What follows belongs to an exercise in optimizing a design on an open flow for small area, a short achievable clock period and few clock cycles; a production flow would make more cautious choices.
In this exercise RTL edits were held to simulation tests only and were not proved equivalent to the original.
Power and IR drop assume default switching activity.

### design.v
module alu (
    input  wire [33:0] S,
    input  wire [33:0] C,
    input  wire [31:0] Y,
    input  wire        div,
    input  wire        idle,
    input  wire        sin,
    input  wire        mpos,
    input  wire        mneg,
    output wire [33:0] SO,
    output wire [33:0] CO,
    output wire        qp,
    output wire        qn
);
    wire [3:0] p  = S[33:30] ^ C[33:30];
    wire [3:0] g  = S[33:30] & C[33:30];
    wire       c3 = g[2] | (p[2] & g[1]) | (p[2] & p[1] & g[0]);
    wire       f3 = p[3] ^ c3;
    wire       en = div & ~idle;
    assign qp = en & ~f3;
    assign qn = en & f3 & ~(&p[2:0]);
    wire        sb  = qp | (~div & mneg);       
    wire        ad  = qn | (~div & mpos);       
    wire [33:0] X   = {sb, sb, ({32{sb}} & ~Y) | ({32{ad}} & Y)};
    wire [33:0] S2  = {S[32:0], sin};
    wire [33:0] C2  = {C[32:0], 1'b0};
    assign SO = S2 ^ C2 ^ X;
    assign CO = {(S2[32:0] & C2[32:0]) | (X[32:0] & (S2[32:0] | C2[32:0])), sb};
endmodule
module alu4 (
    input  wire [33:0] S,
    input  wire [33:0] C,
    input  wire [31:0] Y,
    input  wire        h,
    input  wire        l,
    input  wire        p,
    output wire [33:0] SO,
    output wire [33:0] CO
);
    wire        one = l ^ p;
    wire        two = (h & ~l & ~p) | (~h & l & p);
    wire        neg = h & ~(l & p);
    wire [33:0] Ye  = {2'b00, Y};
    wire [33:0] X   = (({34{one}} & Ye) | ({34{two}} & {Ye[32:0], 1'b0})) ^ {34{neg}};
    wire [33:0] S4  = {S[31:0], 2'b00};
    wire [33:0] C4  = {C[31:0], 2'b00};
    assign SO = S4 ^ C4 ^ X;
    assign CO = {(S4[32:0] & C4[32:0]) | (X[32:0] & (S4[32:0] | C4[32:0])), neg};
endmodule
module alu_top (
    input  wire        clk,
    input  wire        rst,
    input  wire        in_valid,
    output wire        in_ready,
    input  wire [31:0] a,
    input  wire [31:0] b,
    input  wire [4:0]  op,
    input  wire        signed_op,
    output reg         out_valid,
    output reg  [31:0] y,
    output reg         zero,
    output reg         carry,
    output reg         overflow,
    output reg         negative,
    output reg         parity
);
    localparam [4:0] OP_MUL = 5'd11;
    localparam [4:0] OP_DIV = 5'd12;
    localparam K   = 8;             
    localparam KD  = 4;             
    localparam LKD = 2;             
    reg  [31:0] a_r, b_r, qn_r;
    reg  [4:0]  op_r;
    reg         s_r;
    reg         va, first, rdy;
    reg  [2:0]  cnt;                
    reg  [33:0] S, C;
    reg         cb, mb, vb;
    assign in_ready = rdy;
    wire is_mul = (op_r == OP_MUL);
    wire is_div = (op_r == OP_DIV);
    wire dfirst = first & is_div;
    reg  [4:0] lz;
    integer i;
    always @(*) begin
        lz = 5'd0;
        for (i = 0; i < 32; i = i + 1)
            if (b_r[i]) lz = 5'd31 - i[4:0];
    end
    wire        bz = (b_r == 32'd0);
    wire [31:0] Y  = b_r << (lz & {5{is_div}});    
    wire [LKD-1:0] kidle = dfirst ? ~lz[LKD-1:0] : {LKD{1'b0}};
    reg  [KD-1:0]  din;                             
    always @(*) begin
        for (i = 0; i < KD; i = i + 1)
            din[i] = dfirst & (i <= kidle) & a_r[(kidle - i) & (KD - 1)];
    end
    wire [31:0] a_sh = (a_r >> kidle) >> 1;
    wire [33:0] s0 = first ? (is_div ? {2'b00, a_sh} : 34'd0) : S;
    wire [33:0] c0 = first ? 34'd0 : C;
    wire [3:0] bh = {a_r[31], a_r[29], a_r[27], a_r[25]};
    wire [3:0] bl = {a_r[30], a_r[28], a_r[26], a_r[24]};
    wire [3:0] bp = {a_r[29], a_r[27], a_r[25], a_r[23]};
    wire [3:0] mpos, mneg;
    generate
        genvar d;
        for (d = 0; d < 2; d = d + 1) begin : split
            wire one = bl[3-d] ^ bp[3-d];
            wire two = (bh[3-d] & ~bl[3-d] & ~bp[3-d]) | (~bh[3-d] & bl[3-d] & bp[3-d]);
            wire neg = bh[3-d] & ~(bl[3-d] & bp[3-d]);
            assign mpos[2*d]     = two & ~neg;    
            assign mneg[2*d]     = two & neg;
            assign mpos[2*d + 1] = one & ~neg;    
            assign mneg[2*d + 1] = one & neg;
        end
    endgenerate
    wire [33:0] sv [0:KD+2];
    wire [33:0] cv [0:KD+2];
    wire [KD-1:0] qpv, qnv;
    assign sv[0] = s0;
    assign cv[0] = c0;
    genvar g;
    generate
        for (g = 0; g < KD; g = g + 1) begin : step
            alu u_step (
                .S(sv[g]), .C(cv[g]), .Y(Y), .div(is_div),
                .idle((g < kidle) | bz), .sin(din[g]), .mpos(mpos[g]), .mneg(mneg[g]),
                .SO(sv[g + 1]), .CO(cv[g + 1]), .qp(qpv[KD - 1 - g]), .qn(qnv[KD - 1 - g])
            );
        end
        for (g = 0; g < 2; g = g + 1) begin : step4
            alu4 u_step4 (
                .S(sv[KD + g]), .C(cv[KD + g]), .Y(Y),
                .h(bh[1-g]), .l(bl[1-g]), .p(bp[1-g]),
                .SO(sv[KD + g + 1]), .CO(cv[KD + g + 1])
            );
        end
    endgenerate
    wire [31:0] qp_cat = {(dfirst ? {(32-KD){1'b0}} : a_r[31-KD:0]), qpv};
    wire [31:0] qn_cat = {(first ? {(32-KD){1'b0}} : qn_r[31-KD:0]), qnv};
    wire [33:0] wsum   = sv[KD] + cv[KD];
    wire        wneg   = wsum[33];
    wire [2:0]  cnt_now = first ? (is_mul ? 3'd3 : lz[4:LKD]) : cnt;
    wire last = (cnt_now == 0);
    wire done = ~(is_mul | is_div) | last;
    wire cont = va & ~done;
    wire       is_as = (op_r[4:1] == 4'd0);
    wire       sub   = (op_r == 5'd1);
    wire       shl   = (op_r == 5'd6) | (op_r == 5'd8);
    wire       shr   = (op_r == 5'd7) | (op_r == 5'd9);
    wire       rot   = op_r[3];
    wire [31:0] x = shl ? {a_r[30:0], rot & a_r[31]} :
                    shr ? {rot & a_r[0], a_r[31:1]} : a_r;
    reg  [3:0] tt;                  
    always @(*) begin
        case (op_r)
            5'd2:    tt = 4'b1000;   
            5'd3:    tt = 4'b1110;   
            5'd4:    tt = 4'b0110;   
            5'd5:    tt = 4'b0011;   
            5'd10:   tt = 4'b1010;   
            5'd0, 5'd1, 5'd6, 5'd7, 5'd8, 5'd9:
                     tt = 4'b1100;   
            default: tt = 4'b0000;
        endcase
    end
    reg  [31:0] lres;
    always @(*) begin
        for (i = 0; i < 32; i = i + 1)
            lres[i] = tt[{x[i], b_r[i]}];
    end
    wire [33:0] c_op = is_as ? {sub, {s_r & b_r[31], b_r} ^ {33{sub}}} : 34'd0;
    reg  [33:0] s_d, c_d;
    reg         cb_d;
    always @(*) begin
        if (is_div & last) begin
            s_d  = {2'b00, qp_cat};
            c_d  = {2'b11, ~qn_cat};
            cb_d = ~wneg;
        end else if (is_div) begin
            s_d  = sv[KD];
            c_d  = cv[KD];
            cb_d = 1'b0;
        end else if (is_mul) begin
            s_d  = sv[KD+2];
            c_d  = cv[KD+2];
            cb_d = 1'b0;
        end else begin
            s_d  = {1'b0, is_as & s_r & a_r[31], lres};
            c_d  = c_op;
            cb_d = sub;
        end
    end
    reg  [32:0] t;
    reg         cy;
    always @(*) begin
        cy = cb;
        for (i = 0; i < 33; i = i + 1) begin
            t[i] = S[i] ^ C[i] ^ cy;
            cy   = (S[i] & C[i]) | (S[i] & cy) | (C[i] & cy);
        end
    end
    wire [31:0] r = t[31:0];
    wire take = in_valid & rdy;
    always @(posedge clk) begin
        if (cont) begin
            a_r <= is_mul ? {a_r[31-K:0], {K{1'b0}}} : qp_cat;
            b_r <= Y;
        end else begin
            a_r  <= a;
            b_r  <= b;
            op_r <= op;
        end
        s_r   <= signed_op;
        qn_r  <= qn_cat;
        cnt   <= cnt_now - 1'b1;
        first <= ~cont;
        S  <= s_d;
        C  <= c_d;
        cb <= cb_d;
        mb <= is_as;
        y        <= r;
        zero     <= (r == 32'd0);
        carry    <= mb & t[32];
        overflow <= mb & (t[32] ^ t[31]);
        negative <= r[31];
        parity   <= ^r;
        if (rst) begin
            va        <= 1'b0;
            vb        <= 1'b0;
            out_valid <= 1'b0;
            rdy       <= 1'b1;
        end else begin
            vb        <= va & done;
            out_valid <= vb;
            if (cont) begin
                va  <= 1'b1;
                rdy <= (cnt_now == 1);
            end else begin
                va  <= take;
                rdy <= ~(take & ((op == OP_MUL) |
                                 ((op == OP_DIV) & (b[31:32-KD] == 0))));
            end
        end
    end
endmodule
### run.sh
#!/bin/bash
# synth_recipe.tcl (not shown) runs the flow's synth.tcl, then flattens the netlist and writes it again
# the make line also repeats each setting of config.mk as NAME=value (left out here)
make -C /OpenROAD-flow-scripts/flow DESIGN_CONFIG=/design/flow/config.mk WORK_HOME=/design/flow/orfs CLKGATE_MAP_FILE= SYNTH_SCRIPT=/design/flow/synth_recipe.tcl finish
### config.mk
export PLATFORM = sky130hd
export DESIGN_NAME = alu_top
export DESIGN_NICKNAME = alu_top
export VERILOG_FILES = /design/flow/design.v
export SDC_FILE = /design/flow/constraint.sdc
export NUM_CORES = 4
export LEC_CHECK = 0
export CAP_MARGIN = 20
export CORE_MARGIN = 2
export CORE_UTILIZATION = 40
export PLACE_DENSITY = 0.6
export SLEW_MARGIN = 20
### constraint.sdc
create_clock -name core_clock -period 100.0 [get_ports {clk}]
set_input_delay 20.0000 -clock core_clock [delete_from_list [all_inputs] [get_ports {clk}]]
set_output_delay 20.0000 -clock core_clock [all_outputs]
set_load 0.01 [all_outputs]
==> reports/summary.txt, run 1 <==
CLOCK TREE
--------------------------------------------------------------------------------------------------
Setup repair bufs after CTS                                                                      0
Clock transition time at the flip-flop clock pins of the worst setup and hold paths        0.06 ns
Number of H-tree levels                                                                          1
Number of clock sinks seen by CTS                                                              216
Largest buffer count on any clock path                                                           3
TritonCTS buffer count                                                                          26
Post-cts sizing count                                                                            0
Clock latency on the worst-skew pair                                                       0.59 ns
Clock tree from TritonCTS                                                                    built
Count of hold-fix buffers inserted at cts                                                        0
Clock tree root driver cell                                                           sky130_fd_sc_hd__clkbuf_16

WORST SETUP PATH
--------------------------------------------------------------------------------------------------
Category of the most critical setup path                                              flip-flop to output pin
Critical Path Stages                                                                             1
Worst Path Arrival                                                                         1.45 ns
Delay contributed by the slowest stage of the critical path                                0.54 ns
Data required time of the worst path                                                      80.00 ns
Crit path capture type                                                                  output pin
Critical-path cell with the highest stage delay                                       sky130_fd_sc_hd__clkdlybuf4s50_1
Cell chain of the critical path                                                       clkdlybuf4s50_1
Critical path fanouts, max                                                                       2
Kind of cell adding the most delay to the critical path                               buffers and inverters
Depth of the worst register-to-register path                                                    60
Worst path bufs/invs                                                                             1
Launching element type of the critical path                                              flip-flop

ROUTE
--------------------------------------------------------------------------------------------------
Number of violations reported at the end of detailed-routing iteration 0                      2838
Routed WL per cell                                                                         28.6 um
Final routed DRC violation total                                                                 0
Routed vias/inst                                                                              6.28
Iteration count of the initial detailed-routing pass                                             7
Total detailed-routing wirelength                                                        102000 um
Remaining antenna violation count after routing                                                  0
Via count                                                                                    22400

PLACED DESIGN
--------------------------------------------------------------------------------------------------
Number of instances in the placed design                                                      3519
Placed Area                                                                              25400 um2
Total half-perimeter wirelength after legalization and detailed placement                 76900 um
Global placement routability congestion                                                      0.995
Count of input and output buffers                                                              111

STA
--------------------------------------------------------------------------------------------------
Hold Violations, Final                                                                           0
Final Skew                                                                               0.0260 ns
Final count of pins violating max slew                                                           0
Final-report setup violation count                                                               0
Fraction of the cycle the final worst path needs                                             0.214
Max-Slew Margin vs Limit                                                                     0.282
Max frequency                                                                           0.0466 GHz
TNS Setup                                                                                     0 ns
Setup repair after global routing missed its margin                                          false
Min Clock Period, post-route                                                              21.45 ns
Transition at the pin with the smallest max-transition slack                               1.08 ns

SYNTHESIS
--------------------------------------------------------------------------------------------------
Mux cell area share after synthesis                                                          0.126
XOR/XNOR Fraction of Synth Area                                                             0.0493
Compound-cell area share of the yosys netlist                                                0.188
Cells after Synth                                                                             2802
Count of flip-flops with a built-in enable after synthesis                                       5
Number of nets in the synthesized netlist                                                     3174
Number of different library cells in the post-synthesis netlist                                100
Total number of yosys warnings                                                                   1
Share of synthesized flip-flops with an asynchronous set or reset                                0
Fraction of the yosys area taken by sequential cells                                         0.186
Mapped cell area                                                                         23500 um2
Synthesized-area fraction occupied by adder cells                                            0.228
FF+latch count, synth                                                                          216
Dominant combinational cell family by area after synthesis                             adder cells
Avg Synthesized Cell Area                                                                 8.40 um2
Simple-Gate Fraction of Synth Area                                                           0.136
Top_reg_cell synth                                                                    sky130_fd_sc_hd__dfxtp_1

PWR
--------------------------------------------------------------------------------------------------
Max IR drop VDD                                                                          0.0154 mV
Total power per unit cell area                                                         14.9 nW/um2
Share of total power in combinational logic                                                  0.478
Net Sw Frac                                                                                  0.404
Switch Pwr                                                                                  158 uW
P_int                                                                                       234 uW
Leakage component of the power                                                             11.1 nW
Proportion of power drawn by the clock network                                               0.259
Overall Power                                                                               392 uW
Sequential fraction of design power                                                          0.263

CELLS AND AREA
--------------------------------------------------------------------------------------------------
Synthesis-to-finish area growth                                                              11.6%
Most common library cell in the layout ignoring fill and taps                         sky130_fd_sc_hd__nand2_1
Design area                                                                              26300 um2
Core Util, Final                                                                             0.454
Filler Cell Count                                                                             5749
Non-filler cells in the finished layout                                                       3569
Net count reported at finish                                                                  3154
Most frequent cells in the layout                                                     310 x sky130_fd_sc_hd__nand2_1, 292 x sky130_fd_sc_hd__inv_1, 217 x sky130_fd_sc_hd__fa_1, 210 x sky130_fd_sc_hd__dfxtp_1, 189 x sky130_fd_sc_hd__a21oi_1
Fraction of layout instances using a drive strength above 1                                 0.0914

GLOBAL ROUTING
--------------------------------------------------------------------------------------------------
Antenna violations before repair                                                                 5
Wire length of the first global-routing pass                                             149000 um
Largest net degree at the start of global routing                                               65
Combined global-route utilization of all metal layers                                        0.333
Number of global-route vias before repair                                                    22300
Total global routing overflow                                                                    0

RUN STATUS
--------------------------------------------------------------------------------------------------
Run status                                                                            finished clean

FLOORPLAN
--------------------------------------------------------------------------------------------------
Number of placement rows                                                                        88
Die Y-Extent                                                                                247 um
Effective utilization at floorplan                                                           0.407
Core Region                                                                              57900 um2
Die Span X                                                                                  247 um
Number of top-level design ports                                                               112
Total Die Area                                                                           60800 um2

WORST HOLD PATH
--------------------------------------------------------------------------------------------------
Hold WC Path Type                                                                     flip-flop to flip-flop
Hold Path Depth                                                                                  1

FLOW RUN
--------------------------------------------------------------------------------------------------
Max capacitance violation total                                                                  0

-- logic make-up (layout without fill, tap and decap cells) --
logic type / Yosys count / count (layout)
AO/OA/AOI/OAI: 676 / 676
XOR/XNOR: 131 / 131
adder cells (fa/ha/maj): 299 / 299
buffers and inverters: 527 / 525
flip-flops: 216 / 216
multiplexers: 246 / 246
other: 0 / 4
AND/OR/NAND/NOR: 707 / 707
-- synthesized netlist by cell type (8+ instances only) --
library cell / count / area [um2]
sky130_fd_sc_hd__nand2_1: 312 / 1170
sky130_fd_sc_hd__inv_1: 293 / 1100
sky130_fd_sc_hd__fa_1: 217 / 4340
sky130_fd_sc_hd__dfxtp_1: 211 / 4220
sky130_fd_sc_hd__a21oi_1: 192 / 961
sky130_fd_sc_hd__clkbuf_1: 189 / 709
sky130_fd_sc_hd__mux2i_1: 184 / 1840
sky130_fd_sc_hd__nor2_1: 180 / 676
sky130_fd_sc_hd__o21ai_0: 161 / 806
sky130_fd_sc_hd__xnor2_1: 117 / 1020
sky130_fd_sc_hd__ha_1: 82 / 1030
sky130_fd_sc_hd__a211oi_1: 59 / 443
sky130_fd_sc_hd__a22oi_1: 52 / 390
sky130_fd_sc_hd__nor2b_1: 51 / 319
sky130_fd_sc_hd__mux4_2: 37 / 833
sky130_fd_sc_hd__nor3_1: 35 / 175
sky130_fd_sc_hd__o22ai_1: 29 / 181
sky130_fd_sc_hd__nand3_1: 26 / 130
sky130_fd_sc_hd__mux2_2: 24 / 270
sky130_fd_sc_hd__buf_1: 20 / 75.1
sky130_fd_sc_hd__o211ai_1: 17 / 128
sky130_fd_sc_hd__a21o_1: 16 / 120
sky130_fd_sc_hd__and3_1: 13 / 81.3
sky130_fd_sc_hd__buf_2: 13 / 65.1
sky130_fd_sc_hd__nand4_1: 13 / 81.3
sky130_fd_sc_hd__xor2_1: 13 / 114
sky130_fd_sc_hd__nor4_1: 12 / 75.1
sky130_fd_sc_hd__a22o_1: 11 / 96.3
sky130_fd_sc_hd__nand2b_1: 11 / 68.8
sky130_fd_sc_hd__a31oi_1: 9 / 56.3
sky130_fd_sc_hd__a32oi_1: 9 / 78.8
sky130_fd_sc_hd__and2_1: 9 / 56.3
sky130_fd_sc_hd__a211oi_2: 8 / 100
-- power by group through the flow --
stage               logic, mW  clock network (mW)  registers [mW]
floorplan               0.120                   0           0.101
global placement        0.180                   0           0.104
detailed placement      0.183                   0           0.105
CTS                     0.185               0.102           0.103
global route            0.204               0.105           0.104
finish                  0.187               0.102           0.103
-- layer usage --
layer | up-vias | wire [um] | track usage
met5 | - | 29 | 0
met4 | 4 | 6110 | 0.183
met3 | 340 | 11300 | 0.0831
met2 | 1479 | 46200 | 0.526
met1 | 11100 | 38400 | 0.415
li1 | 9524 | - | -
-- layout make-up --
class / count / area [um2] / area share
multi-input cells: 2059 / 17300 / 0.658
flip-flops and latches: 216 / 4380 / 0.167
repair buffers: 183 / 1650 / 0.0629
inverters: 296 / 1110 / 0.0423
well taps: 765 / 957 / 0.0364
clock buffers: 33 / 738 / 0.0281
clock inverters: 13 / 149 / 0.00567
diodes: 4 / 10.0 / 0.000381
-- state kept, by name, indices dropped and copies added, names as in the netlist, 3 cells and up, named ones only --
register / flops
cnt: 3
b_r: 32
op_r: 5
a_r: 32
S: 34
qn_r: 28
C: 34
y: 32
-- metrics by stage --
stage	setup slack (ns)	hold slack [ns]
floorplan	78.94	0.383
global placement	78.21	0.430
detailed placement	78.20	0.444
CTS	78.53	0.452
global route	78.52	0.461
finish	78.55	0.449
-- final timing paths --
kind | startpoint | to | slack (ns)
worst max-delay path | rdy$_SDFF_PP1_ | in_ready | 78.55
worst min-delay path | mb$_DFF_P_ | overflow$_DFF_P_ | 0.45
worst max register to register | b_r[21]$_DFF_P_ | cb$_DFF_P_ | 79.59
worst min register to register | mb$_DFF_P_ | overflow$_DFF_P_ | 0.45
Testbench counts, summed over its fixed seeds: cycles 20,987.
==> run 2: changes to the inputs <==
--- a/design.v
+++ b/design.v
@@ -70,5 +70,5 @@
     localparam KD  = 4;             
     localparam LKD = 2;             
-    reg  [31:0] a_r, b_r, qn_r;
+    reg  [31:0] a_r, b_r;
     reg  [4:0]  op_r;
     reg         s_r;
@@ -137,6 +137,7 @@
         end
     endgenerate
-    wire [31:0] qp_cat = {(dfirst ? {(32-KD){1'b0}} : a_r[31-KD:0]), qpv};
-    wire [31:0] qn_cat = {(first ? {(32-KD){1'b0}} : qn_r[31-KD:0]), qnv};
+    wire [KD:0]   qv     = {1'b0, qpv} - {1'b0, qnv};
+    wire [31-KD:0] qhi   = dfirst ? {(32-KD){1'b0}} : a_r[31-KD:0];
+    wire [31:0]   qp_cat = {qhi - {{(31-KD){1'b0}}, qv[KD]}, qv[KD-1:0]};
     wire [33:0] wsum   = sv[KD] + cv[KD];
     wire        wneg   = wsum[33];
@@ -176,6 +177,6 @@
         if (is_div & last) begin
             s_d  = {2'b00, qp_cat};
-            c_d  = {2'b11, ~qn_cat};
-            cb_d = ~wneg;
+            c_d  = {34{wneg}};
+            cb_d = 1'b0;
         end else if (is_div) begin
             s_d  = sv[KD];
@@ -213,5 +214,4 @@
         end
         s_r   <= signed_op;
-        qn_r  <= qn_cat;
         cnt   <= cnt_now - 1'b1;
         first <= ~cont;
==> flow/run.sh (new file) <==
#!/bin/bash
set -e
cp standard.sh standard.sh.txt
cp config.mk config.mk.txt
bash standard.sh > standard.log 2>&1
==> standard.sh (new file) <==
#!/bin/bash
# synth_recipe.tcl (not shown) runs the flow's synth.tcl, then flattens the netlist and writes it again
# the make line also repeats each setting of config.mk as NAME=value (left out here)
make -C /OpenROAD-flow-scripts/flow DESIGN_CONFIG=/design/flow/config.mk WORK_HOME=/design/flow/orfs CLKGATE_MAP_FILE= SYNTH_SCRIPT=/design/flow/synth_recipe.tcl "${@:-finish}"
--- a/config.mk
+++ b/config.mk
@@ -6,7 +6,8 @@
 export NUM_CORES = 4
 export LEC_CHECK = 0
+export ABC_AREA = 1
 export CAP_MARGIN = 20
 export CORE_MARGIN = 2
-export CORE_UTILIZATION = 40
-export PLACE_DENSITY = 0.6
+export CORE_UTILIZATION = 55
+export PLACE_DENSITY = 0.7
 export SLEW_MARGIN = 20
removed: run.sh
==> run 2 against run 1 <==
  * Critical endpoint unchanged
  * Routed wire length up 3.6%
  * Largest cell class unchanged
  * Clock-buffer cell count down 14
  * Still clean on timing, DRC and antenna
  * Die area down 30%
  * Largest power group unchanged
  * Clock skew down 0.0085 ns
  * Setup slack better by 0.033 ns
  * Critical path type unchanged
  * First-iteration DRC count up 46%
  * Total power up 8.4%
==> reports/summary.txt, run 2 <==
RUN STATUS
--------------------------------------------------------------------------------------------------
Run status                                                                            finished clean

SYNTHESIS
--------------------------------------------------------------------------------------------------
Cell taking the most area after synthesis                                             sky130_fd_sc_hd__fa_1
Most common library cells after synthesis                                             946 x sky130_fd_sc_hd__nand2_1, 398 x sky130_fd_sc_hd__inv_1, 335 x sky130_fd_sc_hd__o21ai_0
Avg Synthesized Cell Area                                                                 6.71 um2
Number of nets in the synthesized netlist                                                     3724
Total number of yosys warnings                                                                   1
Count of flip-flops with a built-in enable after synthesis                                       5
Cells after Synth                                                                             3348
FF+latch count, synth                                                                          188
Fraction of the yosys area taken by sequential cells                                         0.170
Top cells by area in the synthesized netlist                                          sky130_fd_sc_hd__fa_1 19%, sky130_fd_sc_hd__dfxtp_1 16%, sky130_fd_sc_hd__nand2_1 16%
Share of Yosys cell area claimed by the top area cell type                                   0.193
Most used standard cell by instance count after synthesis                             sky130_fd_sc_hd__nand2_1
Share of synthesized flip-flops with an asynchronous set or reset                                0
Number of different library cells in the post-synthesis netlist                                 65
Mapped cell area                                                                         22500 um2
Top_reg_cell synth                                                                    sky130_fd_sc_hd__dfxtp_1

STA
--------------------------------------------------------------------------------------------------
Final Skew                                                                               0.0175 ns
Final-report setup violation count                                                               0
Hold Violations, Final                                                                           0
TNS Setup                                                                                     0 ns
Final count of pins violating max slew                                                           0
Transition at the pin with the smallest max-transition slack                               1.34 ns
Max frequency                                                                           0.0467 GHz
Tightest hold margin                                                                      0.425 ns
Fraction of the cycle the final worst path needs                                             0.214
Max-Slew Margin vs Limit                                                                    0.0973
Min Clock Period, post-route                                                              21.41 ns
Setup repair after global routing missed its margin                                          false

CLOCK TREE
--------------------------------------------------------------------------------------------------
Count of hold-fix buffers inserted at cts                                                        0
Post-cts sizing count                                                                            0
Clock tree from TritonCTS                                                                    built
Clock latency on the worst-skew pair                                                       0.51 ns
Number of H-tree levels                                                                          4
Clock transition time at the flip-flop clock pins of the worst setup and hold paths        0.08 ns
Clock tree root driver cell                                                           sky130_fd_sc_hd__clkbuf_16
Setup repair bufs after CTS                                                                      0
Number of clock sinks seen by CTS                                                              188
TritonCTS buffer count                                                                          17
Largest buffer count on any clock path                                                           2

GLOBAL ROUTING
--------------------------------------------------------------------------------------------------
Met3 usage in global routing                                                                 0.196
Global routing usage on met1                                                                 0.618
Number of global-route vias before repair                                                    23200
Combined global-route utilization of all metal layers                                        0.500
Antenna violations before repair                                                                 5
Wire length of the first global-routing pass                                             151000 um
Total global routing overflow                                                                    0
Highest-utilization routing layer at the global route stage                                   met2
Met2 usage                                                                                   0.707
Largest net degree at the start of global routing                                              100

CELLS AND AREA
--------------------------------------------------------------------------------------------------
Core Util, Final                                                                             0.606
Largest registers in the final layout                                                 C: 34 flops, S: 34 flops
Non-filler cells in the finished layout                                                       3896
Fraction of layout instances using a drive strength above 1                                 0.0440
Filler Cell Count                                                                             3804
Net count reported at finish                                                                  3724
Most common library cell in the layout ignoring fill and taps                         sky130_fd_sc_hd__nand2_1
Synthesis-to-finish area growth                                                              9.41%
Design area                                                                              24600 um2
Most frequent cells in the layout                                                     946 x sky130_fd_sc_hd__nand2_1, 397 x sky130_fd_sc_hd__inv_1, 335 x sky130_fd_sc_hd__o21ai_0, 217 x sky130_fd_sc_hd__fa_1, 208 x sky130_fd_sc_hd__nor2_1

WORST SETUP PATH
--------------------------------------------------------------------------------------------------
Data required time of the worst path                                                      80.00 ns
Cell chain of the critical path                                                       clkdlybuf4s50_1
Source of the worst register-to-register timing path                                  b_r[2]$_DFF_P_
Crit path capture type                                                                  output pin
Kind of cell adding the most delay to the critical path                               buffers and inverters
Worst Setup SP                                                                        rdy$_SDFF_PP1_
Delay contributed by the slowest stage of the critical path                                0.55 ns
Launching element type of the critical path                                              flip-flop
Worst Path Arrival                                                                         1.41 ns
Critical path fanouts, max                                                                       2
Worst path bufs/invs                                                                             1
Critical-path cell with the highest stage delay                                       sky130_fd_sc_hd__clkdlybuf4s50_1
Category of the most critical setup path                                              flip-flop to output pin

ROUTE
--------------------------------------------------------------------------------------------------
Number of violations reported at the end of detailed-routing iteration 0                      4157
Routed WL per cell                                                                         27.1 um
Remaining antenna violation count after routing                                                  0
Total detailed-routing wirelength                                                        106000 um
Via count                                                                                    25200
Routed vias/inst                                                                              6.47
Final routed DRC violation total                                                                 0
Iteration count of the initial detailed-routing pass                                             9

WORST HOLD PATH
--------------------------------------------------------------------------------------------------
Hold WC Path Type                                                                     flip-flop to flip-flop
Hold Startpoint                                                                       vb$_SDFF_PP0_

PWR
--------------------------------------------------------------------------------------------------
Max IR drop VDD                                                                          0.0146 mV
Leakage component of the power                                                             11.4 nW
Total power per unit cell area                                                         17.3 nW/um2

FLOW RUN
--------------------------------------------------------------------------------------------------
Max capacitance violation total                                                                  0

PLACED DESIGN
--------------------------------------------------------------------------------------------------
Global placement routability congestion                                                       1.10
Total half-perimeter wirelength after legalization and detailed placement                 81800 um
Number of instances in the placed design                                                      3858
Placed Area                                                                              23900 um2
Count of input and output buffers                                                              111

FLOORPLAN
--------------------------------------------------------------------------------------------------
Total Die Area                                                                           42500 um2
Number of top-level design ports                                                               112
Number of placement rows                                                                        74
Die Span X                                                                                  206 um
Die Y-Extent                                                                                206 um
Effective utilization at floorplan                                                           0.554
Core Region                                                                              40600 um2

run 2: cell count changes after synthesis, moves of 48 or more:
cell and change:
sky130_fd_sc_hd__a21oi_1 -84, sky130_fd_sc_hd__a22oi_1 -48, sky130_fd_sc_hd__inv_1 +105, sky130_fd_sc_hd__mux2i_1 -179
sky130_fd_sc_hd__nand2_1 +634, sky130_fd_sc_hd__nand3_1 +159, sky130_fd_sc_hd__nor2b_1 -51, sky130_fd_sc_hd__o211ai_1 +49
sky130_fd_sc_hd__o21ai_0 +174, sky130_fd_sc_hd__o21ai_1 +53, sky130_fd_sc_hd__xnor2_1 -92
run 2: routing by layer:
| metal | vias up | routed length, um | share of wire |
|---|---|---|---|
| li1 | 10900 | - | - |
| met1 | 11700 | 37400 | 0.35 |
| met2 | 2111 | 42000 | 0.40 |
| met3 | 474 | 16600 | 0.16 |
| met4 | 6 | 9600 | 0.091 |
| met5 | - | 69 | 0.00065 |
run 2: metrics by stage:
step,power (mW),setup slack [ns]
after floorplan,0.252,79.17
after global placement,0.331,78.51
after detailed placement,0.339,78.51
after CTS,0.415,78.58
after global routing,0.448,78.56
final,0.425,78.59
run 2: logic make-up (layout without fill, tap and decap cells):
family	Yosys count	after routing	share of synthesized area
XOR/XNOR	79	79	0.0315
multiplexers	6	6	0.00284
flip-flops	188	188	0.170
buffers and inverters	615	628	0.107
AND/OR/NAND/NOR	1419	1419	0.255
adder cells (fa/ha/maj)	303	303	0.241
AO/OA/AOI/OAI	738	738	0.193
other	0	3	0
run 2: worst paths after layout:
check | to | slack [ns] | depth (start not counted)
worst min register to register | out_valid$_SDFF_PP0_ | 0.43 | 2
worst max-delay path | in_ready | 78.59 | 1
worst max register to register | C[19]$_DFF_P_ | 81.12 | 103
worst min-delay path | out_valid$_SDFF_PP0_ | 0.43 | 2
run 2: cell type report:
cell class / instances / area, um2 / share of cell area
Multi-Input combinational cell: 2545 / 16300 / 0.663
Sequential cell: 188 / 3810 / 0.155
Clock inverter: 13 / 171 / 0.00697
Tap cell: 532 / 666 / 0.0271
Inverter: 420 / 1580 / 0.0642
Antenna cell: 3 / 7.51 / 0.000305
Timing Repair Buffer: 176 / 1600 / 0.0650
Clock buffer: 19 / 443 / 0.0180
run 2: power breakdown:
| part | leakage, nW | switching [mW] | total, mW | internal [mW] |
|---|---|---|---|---|
| combinational | 9.56 | 0.152 | 0.253 | 0.101 |
| sequential | 1.58 | 0.00913 | 0.0964 | 0.0872 |
| clock | 0.298 | 0.0368 | 0.0753 | 0.0385 |
| total | 11.4 | 0.198 | 0.425 | 0.227 |
Testbench counts of run 2, summed over its fixed seeds: cycles 20,987.
==> run 3: changes to the inputs <==
==> run.sh (new file) <==
#!/bin/bash
# synth_recipe.tcl (not shown) runs the flow's synth.tcl, then flattens the netlist and writes it again
# the make line also repeats each setting of config.mk as NAME=value (left out here)
make -C /OpenROAD-flow-scripts/flow DESIGN_CONFIG=/design/flow/config.mk WORK_HOME=/design/flow/orfs CLKGATE_MAP_FILE= SYNTH_SCRIPT=/design/flow/synth_recipe.tcl finish
removed: flow/run.sh
removed: standard.sh
==> run 3 against run 2 <==
  * Synthesized area is the same
  * First-iteration DRC count unchanged
  * Largest power group unchanged
  * Routed wire length unchanged
  * Critical path depth is the same
  * Worst hold slack unchanged
  * Sequential power about the same
  * Register-to-register slack barely moved
  * Flip-flop and latch count unchanged
  * Still clean
  * Final cell count did not move
  * Critical endpoint unchanged
==> reports/summary.txt, run 3 <==
WORST SETUP PATH
--------------------------------------------------------------------------------------------------
Crit path capture type                                                                  output pin
Kind of cell adding the most delay to the critical path                               buffers and inverters
Launching element type of the critical path                                              flip-flop
Cell chain of the critical path                                                       clkdlybuf4s50_1
Worst path bufs/invs                                                                             1
Category of the most critical setup path                                              flip-flop to output pin
Worst Path Arrival                                                                         1.41 ns
Critical path fanouts, max                                                                       2
Data required time of the worst path                                                      80.00 ns
Critical-path cell with the highest stage delay                                       sky130_fd_sc_hd__clkdlybuf4s50_1
Delay contributed by the slowest stage of the critical path                                0.55 ns

ROUTE
--------------------------------------------------------------------------------------------------
Routed WL per cell                                                                         27.1 um
Via count                                                                                    25200
Routed vias/inst                                                                              6.47
Remaining antenna violation count after routing                                                  0
Iteration count of the initial detailed-routing pass                                             9
Final routed DRC violation total                                                                 0
Number of violations reported at the end of detailed-routing iteration 0                      4157
Total detailed-routing wirelength                                                        106000 um

STA
--------------------------------------------------------------------------------------------------
Setup repair after global routing missed its margin                                          false
Final Skew                                                                               0.0175 ns
TNS Setup                                                                                     0 ns
Transition at the pin with the smallest max-transition slack                               1.34 ns
Fraction of the cycle the final worst path needs                                             0.214
Max frequency                                                                           0.0467 GHz
Final count of pins violating max slew                                                           0
Min Clock Period, post-route                                                              21.41 ns
Setup slack of the critical path after layout                                             78.59 ns
Final-report setup violation count                                                               0
Hold Violations, Final                                                                           0
Max-Slew Margin vs Limit                                                                    0.0973

SYNTHESIS
--------------------------------------------------------------------------------------------------
Mapped cell area                                                                         22500 um2
Top_reg_cell synth                                                                    sky130_fd_sc_hd__dfxtp_1
Share of synthesized flip-flops with an asynchronous set or reset                                0
Number of nets in the synthesized netlist                                                     3724
Share of Yosys cell area claimed by the top area cell type                                   0.193
Top cells by area in the synthesized netlist                                          sky130_fd_sc_hd__fa_1 19%, sky130_fd_sc_hd__dfxtp_1 16%, sky130_fd_sc_hd__nand2_1 16%
Cell taking the most area after synthesis                                             sky130_fd_sc_hd__fa_1
Most common library cells after synthesis                                             946 x sky130_fd_sc_hd__nand2_1, 398 x sky130_fd_sc_hd__inv_1, 335 x sky130_fd_sc_hd__o21ai_0
Avg Synthesized Cell Area                                                                 6.71 um2
FF+latch count, synth                                                                          188
Count of flip-flops with a built-in enable after synthesis                                       5
Fraction of the yosys area taken by sequential cells                                         0.170
Cells after Synth                                                                             3348
Total number of yosys warnings                                                                   1
Most used standard cell by instance count after synthesis                             sky130_fd_sc_hd__nand2_1
Number of different library cells in the post-synthesis netlist                                 65

CLOCK TREE
--------------------------------------------------------------------------------------------------
Clock latency on the worst-skew pair                                                       0.51 ns
Largest buffer count on any clock path                                                           2
Count of hold-fix buffers inserted at cts                                                        0
Number of clock sinks seen by CTS                                                              188
Clock transition time at the flip-flop clock pins of the worst setup and hold paths        0.08 ns
Clock tree from TritonCTS                                                                    built
Clock tree root driver cell                                                           sky130_fd_sc_hd__clkbuf_16
Number of H-tree levels                                                                          4
Setup repair bufs after CTS                                                                      0
TritonCTS buffer count                                                                          17
Post-cts sizing count                                                                            0

PWR
--------------------------------------------------------------------------------------------------
Total power per unit cell area                                                         17.3 nW/um2
Max IR drop VDD                                                                          0.0146 mV
Leakage component of the power                                                             11.4 nW

CELLS AND AREA
--------------------------------------------------------------------------------------------------
Net count reported at finish                                                                  3724
Most common library cell in the layout ignoring fill and taps                         sky130_fd_sc_hd__nand2_1
Largest registers in the final layout                                                 C: 34 flops, S: 34 flops
Filler Cell Count                                                                             3804
Most frequent cells in the layout                                                     946 x sky130_fd_sc_hd__nand2_1, 397 x sky130_fd_sc_hd__inv_1, 335 x sky130_fd_sc_hd__o21ai_0, 217 x sky130_fd_sc_hd__fa_1, 208 x sky130_fd_sc_hd__nor2_1
Fraction of layout instances using a drive strength above 1                                 0.0440
Synthesis-to-finish area growth                                                              9.41%

PLACED DESIGN
--------------------------------------------------------------------------------------------------
Count of input and output buffers                                                              111
Pre-CTS setup slack                                                                       78.51 ns
Total half-perimeter wirelength after legalization and detailed placement                 81800 um
Global placement routability congestion                                                       1.10

FLOORPLAN
--------------------------------------------------------------------------------------------------
Die Y-Extent                                                                                206 um
Total Die Area                                                                           42500 um2
Number of placement rows                                                                        74
Die Span X                                                                                  206 um
Effective utilization at floorplan                                                           0.554
Number of top-level design ports                                                               112
Core Region                                                                              40600 um2

FLOW RUN
--------------------------------------------------------------------------------------------------
Max capacitance violation total                                                                  0

RUN STATUS
--------------------------------------------------------------------------------------------------
Run status                                                                            finished clean

GLOBAL ROUTING
--------------------------------------------------------------------------------------------------
Combined global-route utilization of all metal layers                                        0.500
Highest-utilization routing layer at the global route stage                                   met2
Met2 usage                                                                                   0.707
Antenna violations before repair                                                                 5
Total global routing overflow                                                                    0
Number of global-route vias before repair                                                    23200
Global routing usage on met1                                                                 0.618
Largest net degree at the start of global routing                                              100
Met3 usage in global routing                                                                 0.196
Wire length of the first global-routing pass                                             151000 um

WORST HOLD PATH
--------------------------------------------------------------------------------------------------
Hold WC Path Type                                                                     flip-flop to flip-flop

run 3: worst paths after layout:
kind | startpoint | to | slack [ns] | depth (start not counted)
worst max-delay path | rdy$_SDFF_PP1_ | in_ready | 78.59 | 1
worst min-delay path | vb$_SDFF_PP0_ | out_valid$_SDFF_PP0_ | 0.43 | 2
worst max register to register | b_r[2]$_DFF_P_ | C[19]$_DFF_P_ | 81.12 | 103
worst min register to register | vb$_SDFF_PP0_ | out_valid$_SDFF_PP0_ | 0.43 | 2
run 3: layout make-up:
class                           instances  area [um2]  area share
Clock inverter                         13         171     0.00697
Multi-Input combinational cell       2545       16300       0.663
Inverter                              420        1580      0.0642
Clock buffer                           19         443      0.0180
Sequential cell                       188        3810       0.155
Tap cell                              532         666      0.0271
Antenna cell                            3        7.51    0.000305
Timing Repair Buffer                  176        1600      0.0650
run 3: per-layer routing:
layer	up-vias	share of wire
li1	10900	-
met1	11700	0.35
met2	2111	0.40
met3	474	0.16
met4	6	0.091
met5	-	0.00065
run 3: kinds of logic after synthesis:
family / after synthesis / share of synthesized area
XOR/XNOR: 79 / 0.0315
multiplexers: 6 / 0.00284
buffers and inverters: 615 / 0.107
AND/OR/NAND/NOR: 1419 / 0.255
flip-flops: 188 / 0.170
AO/OA/AOI/OAI: 738 / 0.193
adder cells (fa/ha/maj): 303 / 0.241
run 3: metrics by stage:
| stage | power (mW) | utilization | cell area, um2 | hold WS [ns] | std cells |
|---|---|---|---|---|---|
| 3_3_place_gp | 0.331 | 0.590 | 23900 | 0.398 | 3858 |
| 6_report | 0.425 | 0.606 | 24600 | 0.425 | 3896 |
| 2_1_floorplan | 0.252 | - | 22500 | 0.388 | 3348 |
| 5_1_grt | 0.448 | 0.606 | 24600 | 0.450 | 3894 |
| 4_1_cts | 0.415 | 0.605 | 24500 | 0.425 | 3890 |
| 3_5_place_dp | 0.339 | 0.590 | 23900 | 0.410 | 3858 |
run 3: power breakdown:
| group | total [mW] | switching [mW] | internal (mW) |
|---|---|---|---|
| clock | 0.0753 | 0.0368 | 0.0385 |
| combinational | 0.253 | 0.152 | 0.101 |
| sequential | 0.0964 | 0.00913 | 0.0872 |
==> run 4: changes to the inputs <==
==> flow/run.sh (new file) <==
#!/bin/bash
# The standard layout (standard.sh), with the port buffers that
# buffer_ports inserts made sky130_fd_sc_hd__buf_1 instead of its default
# pick. Each ORFS step keeps its own log under orfs/logs; the make output
# goes to standard.log.
set -euo pipefail
bash standard.sh BUFFER_PORTS_ARGS="-buffer_cell sky130_fd_sc_hd__buf_1" finish > standard.log 2>&1
==> standard.sh (new file) <==
#!/bin/bash
# synth_recipe.tcl (not shown) runs the flow's synth.tcl, then flattens the netlist and writes it again
# the make line also repeats each setting of config.mk as NAME=value (left out here)
make -C /OpenROAD-flow-scripts/flow DESIGN_CONFIG=/design/flow/config.mk WORK_HOME=/design/flow/orfs CLKGATE_MAP_FILE= SYNTH_SCRIPT=/design/flow/synth_recipe.tcl "${@:-finish}"
--- a/config.mk
+++ b/config.mk
@@ -10,4 +10,6 @@
 export CORE_MARGIN = 2
 export CORE_UTILIZATION = 55
+export CTS_CLUSTER_DIAMETER = 80
+export CTS_CLUSTER_SIZE = 40
 export PLACE_DENSITY = 0.7
 export SLEW_MARGIN = 20
removed: run.sh
==> run 4 against run 3 <==
  * Total power fell by 4.1%
  * Synthesized cell count unchanged
  * Final area fell by 3.4%
  * Flip-flop and latch count did not move
  * Clock-buffer cell count is 1 lower
  * First-iteration DRC count down 4.3%
  * Critical path depth did not move
  * Final cell count decreased by 0.28%
  * Largest cell class unchanged
  * Largest power group unchanged
  * Highest routed layer unchanged
==> reports/summary.txt, run 4 <==
FLOORPLAN
--------------------------------------------------------------------------------------------------
Total Die Area                                                                           42500 um2
Number of top-level design ports                                                               112
Die Y-Extent                                                                                206 um
Effective utilization at floorplan                                                           0.554
Number of placement rows                                                                        74
Die Span X                                                                                  206 um
Core Region                                                                              40600 um2

FLOW RUN
--------------------------------------------------------------------------------------------------
Max capacitance violation total                                                                  0

STA
--------------------------------------------------------------------------------------------------
Fraction of the cycle the final worst path needs                                             0.210
Setup repair after global routing missed its margin                                          false
Max frequency                                                                           0.0476 GHz
Transition at the pin with the smallest max-transition slack                               1.22 ns
Max-Slew Margin vs Limit                                                                     0.181
Final Skew                                                                               0.0195 ns
Final count of pins violating max slew                                                           0
Setup slack of the critical path after layout                                             78.98 ns
TNS Setup                                                                                     0 ns
Min Clock Period, post-route                                                              21.02 ns
Hold Violations, Final                                                                           0
Final-report setup violation count                                                               0

SYNTHESIS
--------------------------------------------------------------------------------------------------
Count of flip-flops with a built-in enable after synthesis                                       5
Total number of yosys warnings                                                                   1
Top cells by area in the synthesized netlist                                          sky130_fd_sc_hd__fa_1 19%, sky130_fd_sc_hd__dfxtp_1 16%, sky130_fd_sc_hd__nand2_1 16%
Fraction of the yosys area taken by sequential cells                                         0.170
FF+latch count, synth                                                                          188
Number of different library cells in the post-synthesis netlist                                 65
Avg Synthesized Cell Area                                                                 6.71 um2
Most used standard cell by instance count after synthesis                             sky130_fd_sc_hd__nand2_1
Top_reg_cell synth                                                                    sky130_fd_sc_hd__dfxtp_1
Most common library cells after synthesis                                             946 x sky130_fd_sc_hd__nand2_1, 398 x sky130_fd_sc_hd__inv_1, 335 x sky130_fd_sc_hd__o21ai_0
Share of synthesized flip-flops with an asynchronous set or reset                                0
Cells after Synth                                                                             3348
Cell taking the most area after synthesis                                             sky130_fd_sc_hd__fa_1
Number of nets in the synthesized netlist                                                     3724
Mapped cell area                                                                         22500 um2
Share of Yosys cell area claimed by the top area cell type                                   0.193

CLOCK TREE
--------------------------------------------------------------------------------------------------
Setup repair bufs after CTS                                                                      0
Count of hold-fix buffers inserted at cts                                                        0
Clock tree from TritonCTS                                                                    built
Number of clock sinks seen by CTS                                                              188
Largest buffer count on any clock path                                                           2
TritonCTS buffer count                                                                          17
Post-cts sizing count                                                                            0
Number of H-tree levels                                                                          4
Clock transition time at the flip-flop clock pins of the worst setup and hold paths        0.07 ns
Clock tree root driver cell                                                           sky130_fd_sc_hd__clkbuf_16
Clock latency on the worst-skew pair                                                       0.52 ns

CELLS AND AREA
--------------------------------------------------------------------------------------------------
Most frequent cells in the layout                                                     945 x sky130_fd_sc_hd__nand2_1, 397 x sky130_fd_sc_hd__inv_1, 335 x sky130_fd_sc_hd__o21ai_0, 217 x sky130_fd_sc_hd__fa_1, 208 x sky130_fd_sc_hd__nor2_1
Core Util, Final                                                                             0.586
Most common library cell in the layout ignoring fill and taps                         sky130_fd_sc_hd__nand2_1
Net count reported at finish                                                                  3715
Footprint of the flip-flops and latches                                                   3810 um2
Multi-input gate area in the final layout                                                16300 um2
Largest registers in the final layout                                                 C: 34 flops, S: 34 flops
Fraction of layout instances using a drive strength above 1                                 0.0409
Synthesis-to-finish area growth                                                              5.69%
Filler Cell Count                                                                             4036

PLACED DESIGN
--------------------------------------------------------------------------------------------------
Total half-perimeter wirelength after legalization and detailed placement                 80600 um
Count of input and output buffers                                                              111
Pre-CTS setup slack                                                                       78.87 ns
Global placement routability congestion                                                       1.10

ROUTE
--------------------------------------------------------------------------------------------------
Total detailed-routing wirelength                                                        103000 um
Final routed DRC violation total                                                                 0
Routed vias/inst                                                                              6.44
Routed WL per cell                                                                         26.5 um
Iteration count of the initial detailed-routing pass                                             7
Number of violations reported at the end of detailed-routing iteration 0                      3980
Via count                                                                                    25000
Remaining antenna violation count after routing                                                  0

WORST SETUP PATH
--------------------------------------------------------------------------------------------------
Cell chain of the critical path                                                              buf_1
Data required time of the worst path                                                      80.00 ns
Category of the most critical setup path                                              flip-flop to output pin
Worst path bufs/invs                                                                             1
Critical path fanouts, max                                                                       2
Crit path capture type                                                                  output pin
Worst Path Arrival                                                                         1.02 ns
Launching element type of the critical path                                              flip-flop
Critical-path cell with the highest stage delay                                       sky130_fd_sc_hd__dfxtp_1
Kind of cell adding the most delay to the critical path                                 flip-flops
Delay contributed by the slowest stage of the critical path                                0.36 ns

GLOBAL ROUTING
--------------------------------------------------------------------------------------------------
Number of global-route vias before repair                                                    23100
Largest net degree at the start of global routing                                              100
Combined global-route utilization of all metal layers                                        0.490
Total global routing overflow                                                                    0
Antenna violations before repair                                                                 5
Wire length of the first global-routing pass                                             149000 um

PWR
--------------------------------------------------------------------------------------------------
Max IR drop VDD                                                                          0.0143 mV
Overall Power                                                                               408 uW
Total power per unit cell area                                                         17.2 nW/um2
Leakage component of the power                                                             11.1 nW

RUN STATUS
--------------------------------------------------------------------------------------------------
Run status                                                                            finished clean

WORST HOLD PATH
--------------------------------------------------------------------------------------------------
Hold WC Path Type                                                                     flip-flop to flip-flop

==> run 4: changes by cell type in the layout (fill, tap and decap cells not counted), sizes merged, moves of 2 or more <==
cell	change
clkdlybuf4s50	-111
buf	+102
inv	+3
bufinv	-2
==> run 4: cell type report <==
cell class | count | share of cell area
multi-input combinational | 2545 | 0.686
inverter | 420 | 0.0664
antenna | 2 | 0.000211
clock buffer | 18 | 0.0181
timing repair buffer | 167 | 0.0352
clock inverter | 13 | 0.00516
sequential | 188 | 0.161
tap | 532 | 0.0280
==> run 4: path summary, 6_finish.rpt <==
| path | start | slack, ns | end | depth (start not counted) |
|---|---|---|---|---|
| max | rdy$_SDFF_PP1_ | 78.98 | in_ready | 1 |
| min | vb$_SDFF_PP0_ | 0.42 | out_valid$_SDFF_PP0_ | 2 |
| max reg2reg | b_r[2]$_DFF_P_ | 81.49 | C[5]$_DFF_P_ | 105 |
| min reg2reg | vb$_SDFF_PP0_ | 0.42 | out_valid$_SDFF_PP0_ | 2 |
==> run 4: logic make-up after synthesis <==
kind of cell,after synthesis,synth area share
AOI/OAI and AO/OA,738,0.193
muxes,6,0.00284
DFF,188,0.170
adders and majority gates,303,0.241
buffers and inverters,615,0.107
xor gates and xnor gates,79,0.0315
and+or+nand+nor,1419,0.255
==> run 4: metal layers <==
| metal | global-route usage | share of wire |
|---|---|---|
| met5 | 0 | 0.00013 |
| met4 | 0.360 | 0.090 |
| met3 | 0.168 | 0.15 |
| met2 | 0.693 | 0.40 |
| met1 | 0.618 | 0.36 |
==> run 4: metrics by stage <==
| step | area (um2) | std cells | hold WS, ns |
|---|---|---|---|
| after floorplan | 22500 | 3348 | 0.388 |
| after global placement | 23200 | 3851 | 0.398 |
| after detailed placement | 23200 | 3851 | 0.407 |
| after CTS | 23700 | 3882 | 0.418 |
| after global routing | 23800 | 3883 | 0.447 |
| final | 23800 | 3885 | 0.416 |
==> run 4: report_power, final <==
| part | leakage (nW) | switching, mW | internal (mW) |
|---|---|---|---|
| Sequential | 1.58 | 0.00855 | 0.0872 |
| Combinational | 9.21 | 0.150 | 0.0917 |
| Clock | 0.272 | 0.0374 | 0.0328 |
==> run 5: changes to the inputs <==
--- a/config.mk
+++ b/config.mk
@@ -10,6 +10,4 @@
 export CORE_MARGIN = 2
 export CORE_UTILIZATION = 55
-export CTS_CLUSTER_DIAMETER = 80
-export CTS_CLUSTER_SIZE = 40
 export PLACE_DENSITY = 0.7
 export SLEW_MARGIN = 20
==> run 5 against run 4 <==
  * Total power stayed put
  * Via count stayed put
  * Maximum frequency stayed put
  * Sequential power hardly changed
  * Sequential share of layout area stayed put
  * Die area stayed put
  * Routed wire length stayed put
  * Highest routed layer unchanged
  * Largest cell class unchanged
  * Global-route usage stayed put
  * Clock skew stayed put
==> reports/summary.txt, run 5 <==
WORST SETUP PATH
--------------------------------------------------------------------------------------------------
Data required time of the worst path                                                      80.00 ns
Cell chain of the critical path                                                              buf_1
Kind of cell adding the most delay to the critical path                                 flip-flops
Worst path bufs/invs                                                                             1
Category of the most critical setup path                                              flip-flop to output pin
Crit path capture type                                                                  output pin
Critical-path cell with the highest stage delay                                       sky130_fd_sc_hd__dfxtp_1
Launching element type of the critical path                                              flip-flop
Delay contributed by the slowest stage of the critical path                                0.36 ns
Worst Path Arrival                                                                         1.02 ns
Critical path fanouts, max                                                                       2

STA
--------------------------------------------------------------------------------------------------
Setup repair after global routing missed its margin                                          false
Tightest hold margin                                                                      0.416 ns
Final-report setup violation count                                                               0
Transition at the pin with the smallest max-transition slack                               1.22 ns
Setup slack of the critical path after layout                                             78.98 ns
Max frequency                                                                           0.0476 GHz
Min Clock Period, post-route                                                              21.02 ns
Hold Violations, Final                                                                           0
Fraction of the cycle the final worst path needs                                             0.210
Final count of pins violating max slew                                                           0
Max-Slew Margin vs Limit                                                                     0.181
TNS Setup                                                                                     0 ns
Final Skew                                                                               0.0195 ns

CLOCK TREE
--------------------------------------------------------------------------------------------------
Clock transition time at the flip-flop clock pins of the worst setup and hold paths        0.07 ns
Setup repair bufs after CTS                                                                      0
Number of clock sinks seen by CTS                                                              188
Number of H-tree levels                                                                          4
Largest buffer count on any clock path                                                           2
TritonCTS buffer count                                                                          17
Post-cts sizing count                                                                            0
Clock tree from TritonCTS                                                                    built
Clock latency on the worst-skew pair                                                       0.52 ns
Clock tree root driver cell                                                           sky130_fd_sc_hd__clkbuf_16
Count of hold-fix buffers inserted at cts                                                        0

SYNTHESIS
--------------------------------------------------------------------------------------------------
Share of Yosys cell area claimed by the top area cell type                                   0.193
Top cells by area in the synthesized netlist                                          sky130_fd_sc_hd__fa_1 19%, sky130_fd_sc_hd__dfxtp_1 16%, sky130_fd_sc_hd__nand2_1 16%
Most used standard cell by instance count after synthesis                             sky130_fd_sc_hd__nand2_1
Most common library cells after synthesis                                             946 x sky130_fd_sc_hd__nand2_1, 398 x sky130_fd_sc_hd__inv_1, 335 x sky130_fd_sc_hd__o21ai_0
Number of different library cells in the post-synthesis netlist                                 65
Cells after Synth                                                                             3348
Total number of yosys warnings                                                                   1
Cell taking the most area after synthesis                                             sky130_fd_sc_hd__fa_1
Top_reg_cell synth                                                                    sky130_fd_sc_hd__dfxtp_1
Avg Synthesized Cell Area                                                                 6.71 um2
Fraction of the yosys area taken by sequential cells                                         0.170
Number of nets in the synthesized netlist                                                     3724
Share of synthesized flip-flops with an asynchronous set or reset                                0
Mapped cell area                                                                         22500 um2
Count of flip-flops with a built-in enable after synthesis                                       5
FF+latch count, synth                                                                          188

CELLS AND AREA
--------------------------------------------------------------------------------------------------
Footprint of the flip-flops and latches                                                   3810 um2
Most frequent cells in the layout                                                     945 x sky130_fd_sc_hd__nand2_1, 397 x sky130_fd_sc_hd__inv_1, 335 x sky130_fd_sc_hd__o21ai_0, 217 x sky130_fd_sc_hd__fa_1, 208 x sky130_fd_sc_hd__nor2_1
Net count reported at finish                                                                  3715
Multi-input gate area in the final layout                                                16300 um2
Largest registers in the final layout                                                 C: 34 flops, S: 34 flops
Non-filler cells in the finished layout                                                       3885
Fraction of layout instances using a drive strength above 1                                 0.0409
Synthesis-to-finish area growth                                                              5.69%
Most common library cell in the layout ignoring fill and taps                         sky130_fd_sc_hd__nand2_1
Filler Cell Count                                                                             4036

PLACED DESIGN
--------------------------------------------------------------------------------------------------
Total half-perimeter wirelength after legalization and detailed placement                 80600 um
Global placement routability congestion                                                       1.10
Count of input and output buffers                                                              111
Pre-CTS setup slack                                                                       78.87 ns
Number of instances in the placed design                                                      3851

GLOBAL ROUTING
--------------------------------------------------------------------------------------------------
Combined global-route utilization of all metal layers                                        0.490
Total global routing overflow                                                                    0
Wire length of the first global-routing pass                                             149000 um
Antenna violations before repair                                                                 5
Number of global-route vias before repair                                                    23100
Largest net degree at the start of global routing                                              100

PWR
--------------------------------------------------------------------------------------------------
Leakage component of the power                                                             11.1 nW
Overall Power                                                                               408 uW
Total power per unit cell area                                                         17.2 nW/um2
Max IR drop VDD                                                                          0.0143 mV

ROUTE
--------------------------------------------------------------------------------------------------
Routed WL per cell                                                                         26.5 um
Iteration count of the initial detailed-routing pass                                             7
Final routed DRC violation total                                                                 0
Routed vias/inst                                                                              6.44
Total detailed-routing wirelength                                                        103000 um
Via count                                                                                    25000
Remaining antenna violation count after routing                                                  0
Number of violations reported at the end of detailed-routing iteration 0                      3980

FLOORPLAN
--------------------------------------------------------------------------------------------------
Core Region                                                                              40600 um2
Total Die Area                                                                           42500 um2
Die Y-Extent                                                                                206 um
Die Span X                                                                                  206 um
Effective utilization at floorplan                                                           0.554
Number of top-level design ports                                                               112
Number of placement rows                                                                        74

FLOW RUN
--------------------------------------------------------------------------------------------------
Max capacitance violation total                                                                  0

RUN STATUS
--------------------------------------------------------------------------------------------------
Run status                                                                            finished clean

WORST HOLD PATH
--------------------------------------------------------------------------------------------------
Hold WC Path Type                                                                     flip-flop to flip-flop

[run 5: cell counts in the layout (fill, tap and decap cells not counted)]
Identical to the previous run, type by type.
[run 5: metrics by stage]
step	utilization	instance area, um2
2_1_floorplan	-	22500
3_3_place_gp	0.572	23200
3_5_place_dp	0.572	23200
4_1_cts	0.585	23700
5_1_grt	0.586	23800
6_report	0.586	23800
[run 5: logic make-up after synthesis]
group                    synth area share
multiplexers                      0.00284
XOR/XNOR                           0.0315
buffers and inverters               0.107
adder cells (fa/ha/maj)             0.241
flip-flops                          0.170
AO/OA/AOI/OAI                       0.193
AND/OR/NAND/NOR                     0.255
[run 5: worst paths after layout]
check,from,endpoint,slack (ns),depth (start not counted)
worst max-delay path,rdy$_SDFF_PP1_,in_ready,78.98,1
worst min-delay path,vb$_SDFF_PP0_,out_valid$_SDFF_PP0_,0.42,2
worst min register to register,vb$_SDFF_PP0_,out_valid$_SDFF_PP0_,0.42,2
worst max register to register,b_r[2]$_DFF_P_,C[5]$_DFF_P_,81.49,105
[run 5: report_power, final]
group	total (mW)	internal (mW)	switching, mW
sequential	0.0958	0.0872	0.00855
combinational	0.242	0.0917	0.150
clock	0.0702	0.0328	0.0374
[run 5: cell type report]
cell class / count / area share
clock inverter: 13 / 0.00516
clock buffer: 18 / 0.0181
multi-input combinational: 2545 / 0.686
timing repair buffer: 167 / 0.0352
inverter: 420 / 0.0664
sequential: 188 / 0.161
tap: 532 / 0.0280
antenna: 2 / 0.000211
[run 5: layer usage]
layer	track usage	vias up	wire, um
met5	0	-	13
met2	0.693	1980	41300
met3	0.168	419	15600
met1	0.618	11800	37000
li1	-	10900	-
met4	0.360	2	9250
==> run 6: changes to the inputs <==
--- a/config.mk
+++ b/config.mk
@@ -10,4 +10,5 @@
 export CORE_MARGIN = 2
 export CORE_UTILIZATION = 55
+export GPL_TIMING_DRIVEN = 0
 export PLACE_DENSITY = 0.7
 export SLEW_MARGIN = 20
==> run 6 against run 5 <==
  * Flip-flop and latch count is the same
  * Still clean
  * First-iteration DRC count grew 23%
  * Global-route usage grew 4.3 points
  * Register-to-register slack lost 1.9 ns
  * Routed wire length grew 10%
  * Critical path type unchanged
==> reports/summary.txt, run 6 <==
WORST SETUP PATH
--------------------------------------------------------------------------------------------------
Cell chain of the critical path                                                       buf_4, buf_1
FF-to-FF setup slack                                                                      79.56 ns
Category of the most critical setup path                                              flip-flop to output pin
Worst r2r dst                                                                         C[26]$_DFF_P_
Critical path fanouts, max                                                                       2
Delay contributed by the slowest stage of the critical path                                0.34 ns
Launching element type of the critical path                                              flip-flop
Worst Path Arrival                                                                         1.08 ns
Critical-path cell with the highest stage delay                                       sky130_fd_sc_hd__dfxtp_1
Depth of the worst register-to-register path                                                    93
Data required time of the worst path                                                      80.00 ns
Source of the worst register-to-register timing path                                  b_r[1]$_DFF_P_
Crit path capture type                                                                  output pin

ROUTE
--------------------------------------------------------------------------------------------------
Routed vias/inst                                                                              6.53
Via count                                                                                    26300
Iteration count of the initial detailed-routing pass                                            10
Remaining antenna violation count after routing                                                  0
Routed WL per cell                                                                         28.1 um
Total detailed-routing wirelength                                                        113000 um
Number of violations reported at the end of detailed-routing iteration 0                      4882
Final routed DRC violation total                                                                 0

WORST HOLD PATH
--------------------------------------------------------------------------------------------------
Hold Path Depth                                                                                  2
Hold WC Path Type                                                                     flip-flop to flip-flop
Hold path endpoint                                                                    out_valid$_SDFF_PP0_
Hold Startpoint                                                                       vb$_SDFF_PP0_

STA
--------------------------------------------------------------------------------------------------
Setup slack of the critical path after layout                                             78.92 ns
Final-report setup violation count                                                               0
TNS Setup                                                                                     0 ns
Tightest hold margin                                                                      0.421 ns
Final Skew                                                                               0.0185 ns
Max frequency                                                                           0.0474 GHz
Min Clock Period, post-route                                                              21.08 ns
Final count of pins violating max slew                                                           0
Transition at the pin with the smallest max-transition slack                               1.34 ns
Setup repair after global routing missed its margin                                          false
Max-Slew Margin vs Limit                                                                    0.0987
Hold Violations, Final                                                                           0
Fraction of the cycle the final worst path needs                                             0.211

SYNTHESIS
--------------------------------------------------------------------------------------------------
Share of synthesized flip-flops with an asynchronous set or reset                                0
Most common library cells after synthesis                                             946 x sky130_fd_sc_hd__nand2_1, 398 x sky130_fd_sc_hd__inv_1, 335 x sky130_fd_sc_hd__o21ai_0
Top_reg_cell synth                                                                    sky130_fd_sc_hd__dfxtp_1
Number of different library cells in the post-synthesis netlist                                 65
Cell taking the most area after synthesis                                             sky130_fd_sc_hd__fa_1
Top cells by area in the synthesized netlist                                          sky130_fd_sc_hd__fa_1 19%, sky130_fd_sc_hd__dfxtp_1 16%, sky130_fd_sc_hd__nand2_1 16%
Cells after Synth                                                                             3348
Avg Synthesized Cell Area                                                                 6.71 um2
Total number of yosys warnings                                                                   1
Fraction of the yosys area taken by sequential cells                                         0.170
Share of Yosys cell area claimed by the top area cell type                                   0.193
Mapped cell area                                                                         22500 um2
Count of flip-flops with a built-in enable after synthesis                                       5
Most used standard cell by instance count after synthesis                             sky130_fd_sc_hd__nand2_1
FF+latch count, synth                                                                          188
Number of nets in the synthesized netlist                                                     3724

PWR
--------------------------------------------------------------------------------------------------
Overall Power                                                                               431 uW
Total power per unit cell area                                                         17.8 nW/um2
Leakage component of the power                                                             11.2 nW
Max IR drop VDD                                                                          0.0170 mV

CELLS AND AREA
--------------------------------------------------------------------------------------------------
Largest registers in the final layout                                                 C: 34 flops, S: 34 flops
Synthesis-to-finish area growth                                                              7.72%
Most frequent cells in the layout                                                     946 x sky130_fd_sc_hd__nand2_1, 398 x sky130_fd_sc_hd__inv_1, 335 x sky130_fd_sc_hd__o21ai_0, 217 x sky130_fd_sc_hd__fa_1, 214 x sky130_fd_sc_hd__nor2_1
Fraction of layout instances using a drive strength above 1                                 0.0338
Net count reported at finish                                                                  3859
Non-filler cells in the finished layout                                                       4031
Most common library cell in the layout ignoring fill and taps                         sky130_fd_sc_hd__nand2_1

CLOCK TREE
--------------------------------------------------------------------------------------------------
Setup repair bufs after CTS                                                                      0
TritonCTS buffer count                                                                          17
Clock tree root driver cell                                                           sky130_fd_sc_hd__clkbuf_16
Clock latency on the worst-skew pair                                                       0.52 ns
Clock tree from TritonCTS                                                                    built
Count of hold-fix buffers inserted at cts                                                        0
Number of clock sinks seen by CTS                                                              188
Number of H-tree levels                                                                          4
Post-cts sizing count                                                                            0
Largest buffer count on any clock path                                                           2
Clock transition time at the flip-flop clock pins of the worst setup and hold paths        0.08 ns

FLOORPLAN
--------------------------------------------------------------------------------------------------
Core Region                                                                              40600 um2
Number of top-level design ports                                                               112
Total Die Area                                                                           42500 um2
Die Span X                                                                                  206 um
Die Y-Extent                                                                                206 um
Effective utilization at floorplan                                                           0.554
Number of placement rows                                                                        74

RUN STATUS
--------------------------------------------------------------------------------------------------
Run status                                                                            finished clean

GLOBAL ROUTING
--------------------------------------------------------------------------------------------------
Wire length of the first global-routing pass                                             160000 um
Total global routing overflow                                                                    0
Number of global-route vias before repair                                                    24000
Antenna violations before repair                                                                10
Combined global-route utilization of all metal layers                                        0.533
Largest net degree at the start of global routing                                               20

PLACED DESIGN
--------------------------------------------------------------------------------------------------
Number of instances in the placed design                                                      3992
Total half-perimeter wirelength after legalization and detailed placement                 92600 um
Count of input and output buffers                                                              111
Pre-CTS setup slack                                                                       78.82 ns
Global placement routability congestion                                                       1.23

FLOW RUN
--------------------------------------------------------------------------------------------------
Max capacitance violation total                                                                  0

run 6: changes by cell type in the layout (fill, tap and decap cells not counted), sizes merged:
cell / change
buf: -2
clkbuf: +149
clkinv: -1
diode: +1
inv: -1
run 6: how the worst max path moves through the flow:
stage	depth (start not counted)	to	slack (ns)	from
floorplan	6	flip-flop	79.17	op[1]
CTS	2	y[31]	78.91	y[31]$_DFF_P_
detailed placement	4	flip-flop	78.82	op[0]
global placement	6	rdy$_SDFF_PP1_	78.84	op[2]
global route	2	y[31]	78.88	y[31]$_DFF_P_
finish	2	y[31]	78.92	y[31]$_DFF_P_
run 6: cells by family (layout without fill, tap and decap cells):
family,count (synthesis),after routing,share of synthesized area
other cells,0,3,0
fa+ha+maj,303,303,0.241
xor+xnor,79,79,0.0315
flops,188,188,0.170
compound gates,738,738,0.193
mux,6,6,0.00284
buf+inv,615,763,0.107
simple gates,1419,1419,0.255
run 6: worst max-delay path, delay by kind of cell (launching register included):
| family | cells | cell delay, ns |
|---|---|---|
| buffers and inverters | 2 | 0.23 |
| flip-flops | 1 | 0.34 |
run 6: report_power, final:
part           switching, mW  internal [mW]  total (mW)
registers             0.0101         0.0872      0.0973
clock network         0.0383         0.0345      0.0728
logic                  0.166         0.0952       0.261
run 6: layer usage:
metal / track usage / part of all wire / up-vias
li1: - / - / 11200
met1: 0.653 / 0.34 / 12100
met2: 0.741 / 0.39 / 2469
met3: 0.228 / 0.17 / 600
met4: 0.390 / 0.094 / 10
met5: 0.00238 / 0.0014 / -
run 6: area by class of cell:
class,count,area (um2)
Sequential cell,188,3810
Timing Repair Buffer,116,449
Multi-Input combinational cell,2545,16300
Buffer,195,821
Clock buffer,21,460
Inverter,420,1580
Fill cell,3965,16300
Antenna cell,3,7.51
Clock inverter,11,120
Tap cell,532,666
run 6: per-stage QoR:
stage               cell area [um2]  utilization
global route                  24200        0.597
CTS                           24200        0.596
detailed placement            23600        0.581
global placement              23600        0.581
finish                        24200        0.597
floorplan                     22500            -

## afterwards: timing with drivers on the ports
The flow's constraints put no driver on any port. The routed layouts listed below were extracted and timed again, unchanged, in two steps. Step 1 (the two cells are an assumption about what drives the block):
set clk [get_ports {clk}]
set_driving_cell -lib_cell sky130_fd_sc_hd__clkbuf_16 $clk
set_driving_cell -lib_cell sky130_fd_sc_hd__buf_2 [delete_from_list [all_inputs] $clk]
Step 2 adds t to the input delays and takes it off the output delays; t is the mean of the earliest and latest rising clock arrival at the registers after step 1. Input paths then give back, and output paths get back, about the clock's delay inside the block. a / b / c = ideal / step 1 / step 2; a / b = the first two.
run	shift t [ns]	slack for setup (ns)	worst hold slack (ns)	pins driven straight from the clock port
run 1	0.641	78.553 / 78.486 / 78.189	0.449 / 0.449 / 0.449	1
run 2	0.565	78.586 / 78.525 / 78.476	0.425 / 0.425 / 0.425	1
run 3	0.565	78.586 / 78.525 / 78.476	0.425 / 0.425 / 0.425	1
run 4	0.569	78.977 / 78.915 / 78.834	0.416 / 0.416 / 0.416	1
run 5	0.569	78.977 / 78.915 / 78.834	0.416 / 0.416 / 0.416	1
run 6	0.571	78.918 / 78.854 / 78.810	0.421 / 0.421 / 0.421	1
After both steps setup and hold are still met in every run listed. The setup slack of run 1, which loses most, moves by -0.067 ns with the drivers and by -0.364 ns with both steps.
